From an optimization exercise on the open Yosys and OpenROAD flow, aimed at small area, a short achievable clock period and few clock cycles; shortcuts taken in it are not production practice. The RTL was checked by simulation tests, not by an equivalence proof against the original design. Power figures rest on the tool's default switching activity, not on a simulated workload.

## job 101
Design core_top, start of the top module:
module core_top #(
    parameter ADDR_WIDTH        = 32,
    parameter DATA_WIDTH        = 32,
    parameter HART_ID           = 0,
    parameter COND_ENTRY_NUM    = 8,
    parameter COND_DATA_WIDTH   = 32,
    parameter UNCOND_ENTRY_NUM  = 8,
    parameter UNCOND_DATA_WIDTH = 32
)
(
    input                       clk_i,
    input                       rst_i,
    input                       stall_i,
    input  [ADDR_WIDTH-1 : 0]   init_pc_addr_i,
    input  [DATA_WIDTH-1 : 0]   instruction_i,
    input                       instruction_ready_i,
    output [ADDR_WIDTH-1 : 0]   instruction_addr_o,
    output                      instruction_req_o,
    input  [DATA_WIDTH-1 : 0]   data_read_i,
    input                       data_ready_i,
    output [DATA_WIDTH-1 : 0]   data_write_o,
    output [ADDR_WIDTH-1 : 0]   data_addr_o,
    output                      data_rw_o,       
    output [DATA_WIDTH/8-1 : 0] data_byte_enable_o,
    output                      data_req_o,
    input                       ext_irq_i,
    input                       tmr_irq_i,
    input                       sft_irq_i
);
Size in the first run: about 21000 cells after synthesis, about 3400 flip-flops, roughly 210 I/O pins.
export LEC_CHECK = 0
export CAP_MARGIN = 20
export CORE_MARGIN = 2
export CORE_UTILIZATION = 40
export SLEW_MARGIN = 20
create_clock -name core_clock -period 20.0 [get_ports {clk_i}]
standard.sh (not shown) runs the stock make flow with config.mk's settings and CLKGATE_MAP_FILE= SYNTH_SCRIPT=/design/flow/synth_recipe.tcl, a recipe that flattens the netlist after the stock synthesis.
==> flow/flow/run.sh <==
#!/bin/bash
# Standard ORFS layout (the standard.sh, unchanged synthesis) with timing
# repair asked to aim for more setup slack than the 20 ns constraint needs,
# without removing buffers (which can leave max-slew violations), and larger
# clock-tree sink clusters.  make's full output goes to flow.log.
set -euo pipefail
bash standard.sh SETUP_SLACK_MARGIN=14 TNS_END_PERCENT=10 SKIP_BUFFER_REMOVAL=1 CTS_CLUSTER_SIZE=30 CTS_CLUSTER_DIAMETER=60 CORE_UTILIZATION=60 finish > flow.log 2>&1
Final checks on job 101, whose flow otherwise completed, came back failing, citing capacitance limit, slew limit.
Testbench counts of job 101, summed over its fixed seeds: cycles 48,105.
Changes in job 102 relative to job 101:
==> flow/flow/run.sh <==
#!/bin/bash
# Standard ORFS layout (the standard.sh, unchanged synthesis) with timing
# repair asked to aim for more setup slack than the 20 ns constraint needs,
# without removing buffers (which can leave max-slew violations), and larger
# clock-tree sink clusters.  make's full output goes to flow.log.
set -euo pipefail
bash standard.sh SETUP_SLACK_MARGIN=14 TNS_END_PERCENT=10 SKIP_BUFFER_REMOVAL=1 CTS_CLUSTER_SIZE=30 CTS_CLUSTER_DIAMETER=60 CORE_UTILIZATION=55 CAP_MARGIN=30 SLEW_MARGIN=30 finish > flow.log 2>&1
## What came out
Job 102 finished every step from synthesis to the final layout, and the layout passed the timing, DRC and antenna checks.
Summary of job 102 over job 101: routed wire length +0.99%, first-pass GRT wire length now sits higher, routed length on met1 went up about 8%.
Going from job 101 to job 102, power after layout shows an increase of 2.5%, length of the first detailed-routing pass in iterations decreased 2, number of placed instances with taps included saw an increase.
The path type of the worst setup path comes out register to primary output in one run and input pin to register in the other, namely in job 101 and job 102 respectively.
Setup changes, job 102 to job 103
==> flow/flow/run.sh <==
#!/bin/bash
# Standard ORFS layout (the standard.sh, unchanged synthesis) with timing
# repair asked to aim for more setup slack than the 20 ns constraint needs,
# without removing buffers (which can leave max-slew violations), and larger
# clock-tree sink clusters.  make's full output goes to flow.log.
set -euo pipefail
bash standard.sh SETUP_SLACK_MARGIN=14 TNS_END_PERCENT=10 SKIP_BUFFER_REMOVAL=1 CTS_CLUSTER_SIZE=30 CTS_CLUSTER_DIAMETER=60 finish > flow.log 2>&1
--- outcome ---
The die of job 103 is larger than the one used in job 102.
In the reports for job 102 and job 103, the smaller part of the power in combinational logic belongs to job 103.
When the final numbers for job 102 and job 103 were put side by side, the setup slack turned out to be smaller in job 103.
Type of the worst setup path: input pin to register -> job 102, register to primary output -> job 103
Summary of the comparison: register-to-register slack is lower in job 103, relative to job 102.
## Diff of input files: job 104 against job 103
==> flow/flow/run.sh <==
#!/bin/bash
# Standard ORFS layout (the standard.sh, unchanged synthesis) with:
#  - timing repair asked to aim for more setup slack than the 20 ns
#    constraint needs (SETUP_SLACK_MARGIN), on the worst 10% of endpoints;
#  - no buffer removal during timing repair (it can leave max-slew faults);
#  - larger clock-tree sink clusters;
#  - a denser core.
# make's full output goes to flow.log in this folder.
set -euo pipefail
bash standard.sh SETUP_SLACK_MARGIN=14 TNS_END_PERCENT=10 SKIP_BUFFER_REMOVAL=1 CTS_CLUSTER_SIZE=30 CTS_CLUSTER_DIAMETER=60 CORE_UTILIZATION=50 finish > flow.log 2>&1
## What came out
Job 104 reached the end of the flow, and the finished layout is clean on the timing, DRC and antenna checks. Changes observed in job 104 relative to job 103: die area lost 100000 µm², normalized max-slew margin picked up an extra 0.32 points, fraction of area in registers neither gained nor lost much. The cell area after layout was comparable across job 104 and job 103. Between job 104 and job 103, it is job 104 whose mean routed wirelength per cell is higher, by 1.0 µm.

## what the ideal ports hide
No port has a modelled driver above. Below, the same layouts with a new extraction and two added sets of constraints. Step 1 assumes that a clkbuf_16 drives the clock port and a buf_2 every other input. Step 2, shift: input delay + t, output delay - t, t = (earliest + latest rising clock arrival at the registers) / 2. This alone moves slack from input paths to output paths. Slacks: no drivers / after step 1 / after step 2; pairs: no drivers / after step 1.
run	shift t [ns]	slack for setup (ns)	worst register clock-pin slew, ns
job 101	1.126	13.429 / 13.311 / 12.443	0.12 / 0.12
job 102	1.105	13.307 / 13.232 / 12.300	0.10 / 0.10
job 103	1.151	13.149 / 13.006 / 12.351	0.11 / 0.11
job 104	1.125	13.316 / 13.197 / 12.288	0.10 / 0.10
The setup slack of job 104, which loses most, moves by -0.119 ns with the drivers and by -1.028 ns with both steps.
